This is an optimization exercise on Yosys and OpenROAD, whose aim is small area and a short achievable clock period, not a production implementation. Where RTL was checked, it was by simulation tests only, not by an equivalence proof against the original. Power is estimated from default activity; no workload was simulated.

==> v36 <==
==> flow/design.v <==
`timescale 1ns / 1ps
module judge(
	input [63:0]num,
	output [15:0] judge
    );
assign judge[0] = (num[3:0]==4'b0000)?1'b0:1'b1;	
assign judge[1] = (num[7:4]==4'b0000)?1'b0:1'b1;
assign judge[2] = (num[11:8]==4'b0000)?1'b0:1'b1;
assign judge[3] = (num[15:12]==4'b0000)?1'b0:1'b1;
assign judge[4] = (num[19:16]==4'b0000)?1'b0:1'b1;
assign judge[5] = (num[23:20]==4'b0000)?1'b0:1'b1;
assign judge[6] = (num[27:24]==4'b0000)?1'b0:1'b1;
assign judge[7] = (num[31:28]==4'b0000)?1'b0:1'b1;
assign judge[8] = (num[35:32]==4'b0000)?1'b0:1'b1;
assign judge[9] = (num[39:36]==4'b0000)?1'b0:1'b1;
assign judge[10] = (num[43:40]==4'b0000)?1'b0:1'b1;
assign judge[11] = (num[47:44]==4'b0000)?1'b0:1'b1;
assign judge[12] = (num[51:48]==4'b0000)?1'b0:1'b1;
assign judge[13] = (num[55:52]==4'b0000)?1'b0:1'b1;
assign judge[14] = (num[59:56]==4'b0000)?1'b0:1'b1;
assign judge[15] = (num[63:60]==4'b0000)?1'b0:1'b1;
endmodule
module dctl(
	input  wire [3:0] n,      
	input  wire [2:0] q,      
	input  wire [2:0] f,      
	input  wire [3:0] b3,     
	input  wire [2:0] f7,     
	output wire [9:0] pp,     
	output wire [5:0] pi,     
	output wire [3:0] occ,    
	output wire       big,    
	output wire       chg     
);
	wire h0 = q[0];
	wire t1 = h0;
	wire h1 = q[1] & ~t1;
	wire t2 = n[1] ? h1 : t1;
	wire h2 = q[2] & ~t2;
	wire t3 = n[2] ? h2 : t2;
	wire s0 = n[0] & ~(h0 & f[0]);
	wire s1 = n[1] & ~t1 & ~(h1 & f[1]);
	wire s2 = n[2] & ~t2 & ~(h2 & f[2]);
	wire s3 = n[3] & ~t3;
	wire p00 = s0, p01 = ~s0 & s1, p02 = ~s0 & ~s1 & s2, p03 = ~s0 & ~s1 & ~s2 & s3;
	wire p11 = s0 & s1, p12 = ((s0 & ~s1) | (~s0 & s1)) & s2;
	wire p13 = ((s0 & ~s1 & ~s2) | (~s0 & s1 & ~s2) | (~s0 & ~s1 & s2)) & s3;
	wire p22 = s0 & s1 & s2, p23 = ((s0 & s1 & ~s2) | (s0 & ~s1 & s2) | (~s0 & s1 & s2)) & s3;
	wire p33 = s0 & s1 & s2 & s3;
	assign pp = {p33, p23, p22 & ~h2, p13, p12 & ~h2, p11 & ~h1, p03, p02 & ~h2, p01 & ~h1, p00 & ~h0};
	assign pi = {p22 & h2, p12 & h2, p11 & h1, p02 & h2, p01 & h1, p00 & h0};
	assign occ = {p33, p22 | p23, p11 | p12 | p13, s0 | s1 | s2 | s3};
	assign big = (s0 & (b3[0] | (h0 & f7[0]))) | (s1 & (b3[1] | (h1 & f7[1]))) |
	             (s2 & (b3[2] | (h2 & f7[2]))) | (s3 & b3[3]);
	wire gap = (~n[0] & (n[1] | n[2] | n[3])) | (~n[1] & (n[2] | n[3])) | (~n[2] & n[3]);
	assign chg = gap | h0 | h1 | h2;
endmodule
module spawn(
	input  wire [15:0] em,
	input  wire [3:0]  c,       
	input  wire        changed,
	output wire [15:0] sel
);
	wire f0 = ~(|em[4:0]);
	wire f1 = ~(|em[9:5]);
	wire f2 = ~(|em[14:10]);
	wire f3 = ~em[15];
	wire g0 = changed & (c[0] | (c[1] & f1 & f2 & f3) | (c[2] & f2 & f3) | (c[3] & f3));
	wire g1 = changed & (c[1] | (c[2] & f2 & f3 & f0) | (c[3] & f3 & f0) | (c[0] & f0));
	wire g2 = changed & (c[2] | (c[3] & f3 & f0 & f1) | (c[0] & f0 & f1) | (c[1] & f1));
	wire g3 = changed & (c[3] | (c[0] & f0 & f1 & f2) | (c[1] & f1 & f2) | (c[2] & f2));
	assign sel[0]  = g0 & em[0];
	assign sel[1]  = g0 & ~em[0] & em[1];
	assign sel[2]  = g0 & ~em[0] & ~em[1] & em[2];
	assign sel[3]  = g0 & ~em[0] & ~em[1] & ~em[2] & em[3];
	assign sel[4]  = g0 & ~em[0] & ~em[1] & ~em[2] & ~em[3] & em[4];
	assign sel[5]  = g1 & em[5];
	assign sel[6]  = g1 & ~em[5] & em[6];
	assign sel[7]  = g1 & ~em[5] & ~em[6] & em[7];
	assign sel[8]  = g1 & ~em[5] & ~em[6] & ~em[7] & em[8];
	assign sel[9]  = g1 & ~em[5] & ~em[6] & ~em[7] & ~em[8] & em[9];
	assign sel[10] = g2 & em[10];
	assign sel[11] = g2 & ~em[10] & em[11];
	assign sel[12] = g2 & ~em[10] & ~em[11] & em[12];
	assign sel[13] = g2 & ~em[10] & ~em[11] & ~em[12] & em[13];
	assign sel[14] = g2 & ~em[10] & ~em[11] & ~em[12] & ~em[13] & em[14];
	assign sel[15] = g3 & em[15];
endmodule
module GameModeEazy(
input wire clk,
input wire rst,
input wire load,
input wire [63:0] load_board,
input wire [3:0]btn,
input wire [3:0]mode,
output wire [63:0] num,
output wire [15:0] judge
    );
reg [63:0] num_reg;
wire [15:0] nz;      
reg [1:0] count;
assign num = num_reg;
judge m0(.num(num),.judge(judge));
assign nz = judge;
wire [1:0] cnt_n = count + 2'd1;
wire [3:0] c1h = {cnt_n == 2'd3, cnt_n == 2'd2, cnt_n == 2'd1, cnt_n == 2'd0};
wire m3 = (mode == 4'b0011);
wire go = ~rst & ~load & m3;
wire [3:0] sd;
assign sd[0] = go & btn[0];
assign sd[1] = go & ~btn[0] & btn[1];
assign sd[2] = go & ~btn[0] & ~btn[1] & btn[2];
assign sd[3] = go & ~btn[0] & ~btn[1] & ~btn[2] & btn[3];
wire sh = ~rst & ~load & ~(m3 & (|btn));
wire sl = ~rst & load;
wire [15:0] f15, f7, b3;
wire [63:0] inc;
genvar i, l, p, d, j, k;
generate
for (i = 0; i < 16; i = i + 1) begin : cl
	assign f15[i] = &num_reg[4*i +: 4];
	assign f7[i]  = num_reg[4*i +: 4] == 4'd7;
	assign b3[i]  = num_reg[4*i + 3];
	assign inc[4*i +: 4] = num_reg[4*i +: 4] + 4'd1;
end
endgenerate
wire [63:0] tv [0:3];
wire [15:0] oc [0:3];
wire [3:0]  ch [0:3];
wire [3:0]  bg [0:3];
generate
for (l = 0; l < 8; l = l + 1) begin : pl
	localparam integer B = (l < 4) ? l : 4*(l-4);
	localparam integer S = (l < 4) ? 4 : 1;
	localparam integer DF = (l < 4) ? 0 : 2;
	localparam integer LI = (l < 4) ? l : l - 4;
	wire [3:0] c0 = num_reg[4*(B)     +: 4];
	wire [3:0] c1 = num_reg[4*(B+S)   +: 4];
	wire [3:0] c2 = num_reg[4*(B+2*S) +: 4];
	wire [3:0] c3 = num_reg[4*(B+3*S) +: 4];
	wire [3:0] n = {nz[B+3*S], nz[B+2*S], nz[B+S], nz[B]};
	wire [3:0] fl = {f15[B+3*S], f15[B+2*S], f15[B+S], f15[B]};
	wire [3:0] f7l = {f7[B+3*S], f7[B+2*S], f7[B+S], f7[B]};
	wire [3:0] b3l = {b3[B+3*S], b3[B+2*S], b3[B+S], b3[B]};
	wire [3:0] x0 = c1 | (c2 & {4{~n[1]}}) | (c3 & {4{~n[1] & ~n[2]}});
	wire [3:0] x1 = c2 | (c3 & {4{~n[2]}});
	wire E0 = n[0] & (c0 == x0);
	wire E1 = n[1] & (c1 == x1);
	wire E2 = n[2] & (c2 == c3);
	wire [2:0] qf = {E2, E1, E0};
	wire [2:0] qb = {n[1] & E0, n[2] & (n[1] ? E1 : E0), n[2] ? E2 : (n[1] ? E1 : E0)};
	wire [9:0] fpp, bpp;
	wire [5:0] fpi, bpi;
	wire [3:0] fc, bc;
	wire fch, bch, fbig, bbig;
	dctl fw(.n(n), .q(qf), .f(fl[2:0]), .b3(b3l), .f7(f7l[2:0]),
	        .pp(fpp), .pi(fpi), .occ(fc), .big(fbig), .chg(fch));
	dctl bw(.n({n[0], n[1], n[2], n[3]}), .q(qb), .f({fl[1], fl[2], fl[3]}),
	        .b3({b3l[0], b3l[1], b3l[2], b3l[3]}), .f7({f7l[1], f7l[2], f7l[3]}),
	        .pp(bpp), .pi(bpi), .occ(bc), .big(bbig), .chg(bch));
	wire [9:0] gfp = fpp,   gbp = bpp;
	wire [5:0] gfi = fpi,   gbi = bpi;
	wire [3:0] fe0 = c0, fe1 = c1, fe2 = c2, fe3 = c3;
	wire [3:0] fi0 = inc[4*B +: 4], fi1 = inc[4*(B+S) +: 4], fi2 = inc[4*(B+2*S) +: 4];
	wire [3:0] bi0 = inc[4*(B+3*S) +: 4], bi1 = inc[4*(B+2*S) +: 4], bi2 = inc[4*(B+S) +: 4];
	assign tv[DF][4*B +: 4] =
		(c0 & {4{gfp[0]}}) | (c1 & {4{gfp[1]}}) | (c2 & {4{gfp[2]}}) | (c3 & {4{gfp[3]}}) |
		(fi0 & {4{gfi[0]}}) | (fi1 & {4{gfi[1]}}) | (fi2 & {4{gfi[2]}});
	assign tv[DF][4*(B+S) +: 4] =
		(c1 & {4{gfp[4]}}) | (c2 & {4{gfp[5]}}) | (c3 & {4{gfp[6]}}) |
		(fi1 & {4{gfi[3]}}) | (fi2 & {4{gfi[4]}});
	assign tv[DF][4*(B+2*S) +: 4] =
		(c2 & {4{gfp[7]}}) | (c3 & {4{gfp[8]}}) | (fi2 & {4{gfi[5]}});
	assign tv[DF][4*(B+3*S) +: 4] = c3 & {4{gfp[9]}};
	assign tv[DF+1][4*(B+3*S) +: 4] =
		(c3 & {4{gbp[0]}}) | (c2 & {4{gbp[1]}}) | (c1 & {4{gbp[2]}}) | (c0 & {4{gbp[3]}}) |
		(bi0 & {4{gbi[0]}}) | (bi1 & {4{gbi[1]}}) | (bi2 & {4{gbi[2]}});
	assign tv[DF+1][4*(B+2*S) +: 4] =
		(c2 & {4{gbp[4]}}) | (c1 & {4{gbp[5]}}) | (c0 & {4{gbp[6]}}) |
		(bi1 & {4{gbi[3]}}) | (bi2 & {4{gbi[4]}});
	assign tv[DF+1][4*(B+S) +: 4] =
		(c1 & {4{gbp[7]}}) | (c0 & {4{gbp[8]}}) | (bi2 & {4{gbi[5]}});
	assign tv[DF+1][4*B +: 4] = c0 & {4{gbp[9]}};
	for (p = 0; p < 4; p = p + 1) begin : pos
		assign oc[DF][B+p*S]   = fc[p];
		assign oc[DF+1][B+p*S] = bc[3-p];
	end
	wire mg = E0 | E1 | E2;
	assign ch[DF][LI]   = mg | (~n[0] & (n[1] | n[2] | n[3])) | (~n[1] & (n[2] | n[3])) | (~n[2] & n[3]);
	assign ch[DF+1][LI] = mg | (~n[3] & (n[2] | n[1] | n[0])) | (~n[2] & (n[1] | n[0])) | (~n[1] & n[0]);
	assign bg[DF][LI]   = fbig;
	assign bg[DF+1][LI] = fbig;
end
endgenerate
wire [15:0] sp_sel [0:3];
wire [3:0] bgd;
generate
for (d = 0; d < 4; d = d + 1) begin : dir
	spawn sp(.em(~oc[d]), .c(c1h), .changed(|ch[d]), .sel(sp_sel[d]));
	assign bgd[d] = |bg[d];
end
endgenerate
wire [15:0] sel = (sp_sel[0] & {16{sd[0]}}) | (sp_sel[1] & {16{sd[1]}}) | (sp_sel[2] & {16{sd[2]}}) | (sp_sel[3] & {16{sd[3]}});
wire big = |(bgd & sd);
wire [63:0] nxt;
wire [15:0] nzl;
generate
for (i = 0; i < 16; i = i + 1) begin : nx
	assign nxt[4*i +: 4] = (tv[0][4*i +: 4] & {4{sd[0]}}) | (tv[1][4*i +: 4] & {4{sd[1]}}) |
	                       (tv[2][4*i +: 4] & {4{sd[2]}}) | (tv[3][4*i +: 4] & {4{sd[3]}}) |
	                       (num_reg[4*i +: 4] & {4{sh}}) | (load_board[4*i +: 4] & {4{sl}}) |
	                       {2'b00, sel[i] & big, sel[i] & ~big} |
	                       {3'b000, rst & (i == 1 || i == 15)};
	assign nzl[i] = |load_board[4*i +: 4];
end
endgenerate
always @(posedge clk) begin
	num_reg <= nxt;
	if (rst) count <= 2'b00;
	else if (~load & m3) count <= cnt_n;
end
endmodule
==> flow/flow/run.sh <==
#!/bin/bash
# The standard layout (standard.sh: the standard synthesis and ORFS
# flow, unchanged), with these flow settings changed:
#  - SETUP_SLACK_MARGIN: the timing repair steps aim for a setup slack
#    margin well above zero, so the layout is optimised for speed rather
#    than only for the (loose) clock period; the SDC is the design's own;
#  - CORE_UTILIZATION=42: a smaller core, for shorter wires;
#  - REMOVE_ABC_BUFFERS=1: the buffers from synthesis are removed at
#    floorplan and the resizer buffers the netlist afresh;
#  - every input and output port still gets a buffer, but a buf_1 cell
#    rather than the resizer's default pick (a slow delay buffer); the
#    timing repair may upsize it.
# The full tool output goes to standard.log in this folder.
set -uo pipefail
bash standard.sh SETUP_SLACK_MARGIN=20.3 CORE_UTILIZATION=42 REMOVE_ABC_BUFFERS=1 PLACE_DENSITY=0.7 \
  "BUFFER_PORTS_ARGS=-buffer_cell sky130_fd_sc_hd__buf_1" finish > standard.log 2>&1
==> flow/standard.sh <==
#!/bin/bash
# synth_recipe.tcl (not shown) runs the flow's synth.tcl, then flattens the netlist and writes it again
# the make line also repeats each setting of config.mk as NAME=value (left out here)
make -C /OpenROAD-flow-scripts/flow DESIGN_CONFIG=/design/flow/config.mk WORK_HOME=/design/flow/orfs CLKGATE_MAP_FILE= SYNTH_SCRIPT=/design/flow/synth_recipe.tcl "${@:-finish}"
==> flow/config.mk <==
export PLATFORM = sky130hd
export DESIGN_NAME = GameModeEazy
export DESIGN_NICKNAME = GameModeEazy
export VERILOG_FILES = /design/flow/design.v
export SDC_FILE = /design/flow/constraint.sdc
export NUM_CORES = 4
export LEC_CHECK = 0
export CAP_MARGIN = 20
export CORE_MARGIN = 2
export CORE_UTILIZATION = 30
export GPL_ROUTABILITY_DRIVEN = 1
export SLEW_MARGIN = 20
==> flow/constraint.sdc <==
create_clock -name core_clock -period 28.0 [get_ports {clk}]
set_input_delay 5.6000 -clock core_clock [delete_from_list [all_inputs] [get_ports {clk}]]
set_output_delay 5.6000 -clock core_clock [all_outputs]
set_load 0.01 [all_outputs]
==> v25: changes against v36 <==
==> flow/flow/run.sh (replaced) <==
#!/bin/bash
# The standard layout (standard.sh: the standard synthesis and ORFS
# flow, unchanged), with these flow settings changed:
#  - SETUP_SLACK_MARGIN=20: the timing repair steps aim for a setup slack
#    margin well above zero, so the layout is optimised for speed rather
#    than only for the (loose) clock period; the SDC is the design's own;
#  - CORE_UTILIZATION=42: a smaller core, for shorter wires;
#  - every input and output port still gets a buffer, but a buf_1 cell
#    rather than the resizer's default pick (a slow delay buffer); the
#    timing repair may upsize it.
# The full tool output goes to standard.log in this folder.
set -uo pipefail
bash standard.sh SETUP_SLACK_MARGIN=20 CORE_UTILIZATION=42 \
  "BUFFER_PORTS_ARGS=-buffer_cell sky130_fd_sc_hd__buf_1" finish > standard.log 2>&1
==> v38: changes against v36 <==
--- a/flow/design.v
+++ b/flow/design.v
@@ -158,8 +158,8 @@
 	dctl bw(.n({n[0], n[1], n[2], n[3]}), .q(qb), .f({fl[1], fl[2], fl[3]}),
 	        .b3({b3l[0], b3l[1], b3l[2], b3l[3]}), .f7({f7l[1], f7l[2], f7l[3]}),
 	        .pp(bpp), .pi(bpi), .occ(bc), .big(bbig), .chg(bch));
-	wire [9:0] gfp = fpp,   gbp = bpp;
-	wire [5:0] gfi = fpi,   gbi = bpi;
+	wire [9:0] gfp = fpp & {10{sd[DF]}},   gbp = bpp & {10{sd[DF+1]}};
+	wire [5:0] gfi = fpi & {6{sd[DF]}},    gbi = bpi & {6{sd[DF+1]}};
 	wire [3:0] fe0 = c0, fe1 = c1, fe2 = c2, fe3 = c3;
 	wire [3:0] fi0 = inc[4*B +: 4], fi1 = inc[4*(B+S) +: 4], fi2 = inc[4*(B+2*S) +: 4];
 	wire [3:0] bi0 = inc[4*(B+3*S) +: 4], bi1 = inc[4*(B+2*S) +: 4], bi2 = inc[4*(B+S) +: 4];
@@ -206,8 +206,7 @@
 wire [15:0] nzl;
 generate
 for (i = 0; i < 16; i = i + 1) begin : nx
-	assign nxt[4*i +: 4] = (tv[0][4*i +: 4] & {4{sd[0]}}) | (tv[1][4*i +: 4] & {4{sd[1]}}) |
-	                       (tv[2][4*i +: 4] & {4{sd[2]}}) | (tv[3][4*i +: 4] & {4{sd[3]}}) |
+	assign nxt[4*i +: 4] = tv[0][4*i +: 4] | tv[1][4*i +: 4] | tv[2][4*i +: 4] | tv[3][4*i +: 4] |
 	                       (num_reg[4*i +: 4] & {4{sh}}) | (load_board[4*i +: 4] & {4{sl}}) |
 	                       {2'b00, sel[i] & big, sel[i] & ~big} |
 	                       {3'b000, rst & (i == 1 || i == 15)};
==> flow/flow/run.sh (replaced) <==
#!/bin/bash
# The standard layout (standard.sh, unchanged synthesis), with two
# settings changed:
#  - the timing repair steps aim for a setup slack margin well above zero,
#    so the layout is optimised for speed rather than only for the loose
#    clock period;
#  - the port buffers that every input and output gets are buf_2 cells
#    rather than the resizer's default pick (a slow delay buffer).
# The full tool output goes to standard.log in this folder.
set -uo pipefail
bash standard.sh SETUP_SLACK_MARGIN=20 CORE_UTILIZATION=42 "BUFFER_PORTS_ARGS=-buffer_cell sky130_fd_sc_hd__buf_2" finish > standard.log 2>&1
==> run notes <==
| quantity | v38 | v25 | v36 |
|---|---|---|---|
| Clock-pin slew on the worst setup and hold paths | 70 ps | 70 ps | 60 ps |
| Leakage power | 7.716 nW | 7.300 nW | 7.418 nW |
| # Post-CTS Setup Buffers | 7 | 1 | 9 |
| First element of the critical path | btn[0] | num_reg[41] | mode[3] |
| Synthesis-to-finish area growth | 12.55% | 9.444% | 10.72% |
| Number of global-route vias before repair | 24490 | 23990 | 23160 |
| Number of buffers and inverters on the critical path | 2 | 4 | 1 |
| Fraction of post-synthesis cell area in the top cell type by area | 0.07101 | 0.07103 | 0.07103 |
| Actual slew at the worst max-slew pin | 1388 ps | 1180 ps | 1264 ps |
| Starting DRC count in detailed routing | 5490 | 4658 | 5229 |
| Source of the worst register-to-register timing path | num_reg[41] | num_reg[52] | num_reg[16] |
| Power density normalized to cell area | 52.82 nW/um^2 | 47.82 nW/um^2 | 46.82 nW/um^2 |
| Sequential cell area | 1330 um^2 | 1331 um^2 | 1329 um^2 |
| Number of buffers other than clock buffers in the final layout | 279 | 272 | 285 |
| GR Util met1 | 0.6484 | 0.6252 | 0.5865 |
| Last element of the critical path | num_reg[62] | judge[10] | num_reg[1] |
| Metal2 WL | 48610 um | 47980 um | 44880 um |
| Minimum clock period | 8185 ps | 8020 ps | 7729 ps |
| Post-synthesis share of cell area spent on and, or, nand and nor gates | 0.3464 | 0.3022 | 0.3022 |
| GR Layer Usage met2 | 0.7313 | 0.7157 | 0.6715 |
| Total global-route track usage | 0.5352 | 0.4997 | 0.4682 |
| DRT Wirelength | 129900 um | 120500 um | 112800 um |
| Status | finished clean | finished clean | finished clean |
| Filler cell count | 4641 | 4757 | 4708 |
| RD Place Congestion | 1.157 | 1.099 | 1.081 |
Only the layout flow was run in v38; the RTL was not checked for function there.

-- separate check: timing with driven ports --
How much do the figures lean on ideal ports? The routed layouts below were timed once more, with nothing changed but the port constraints.
Step 1 sets driving cells, clkbuf_16 on the clock port and buf_2 on the other inputs (assumed; they add their load-dependent delay and slew).
Step 2 times the ports against the registers' clock, not the clock port: input delays grow and output delays shrink by t, the midpoint of the rising clock arrivals with the driver on.
Three values: ideal ports, drivers, drivers and shift; two values: the first two.
run	t (ns)	slack for setup (ns)	latest minus earliest clock arrival (ns)	slew at the worst register clock pin (ns)
v36	0.448	20.271 / 20.240 / 19.855	0.011 / 0.010	0.07 / 0.07
v25	0.464	19.980 / 19.923 / 19.575	0.011 / 0.011	0.07 / 0.07
v38	0.466	19.815 / 19.839 / 19.373	0.023 / 0.022	0.08 / 0.08
After both steps every run listed still meets setup and hold. For v38, which loses most, drivers alone change the setup slack by +0.024 ns; drivers and shift together by -0.442 ns.
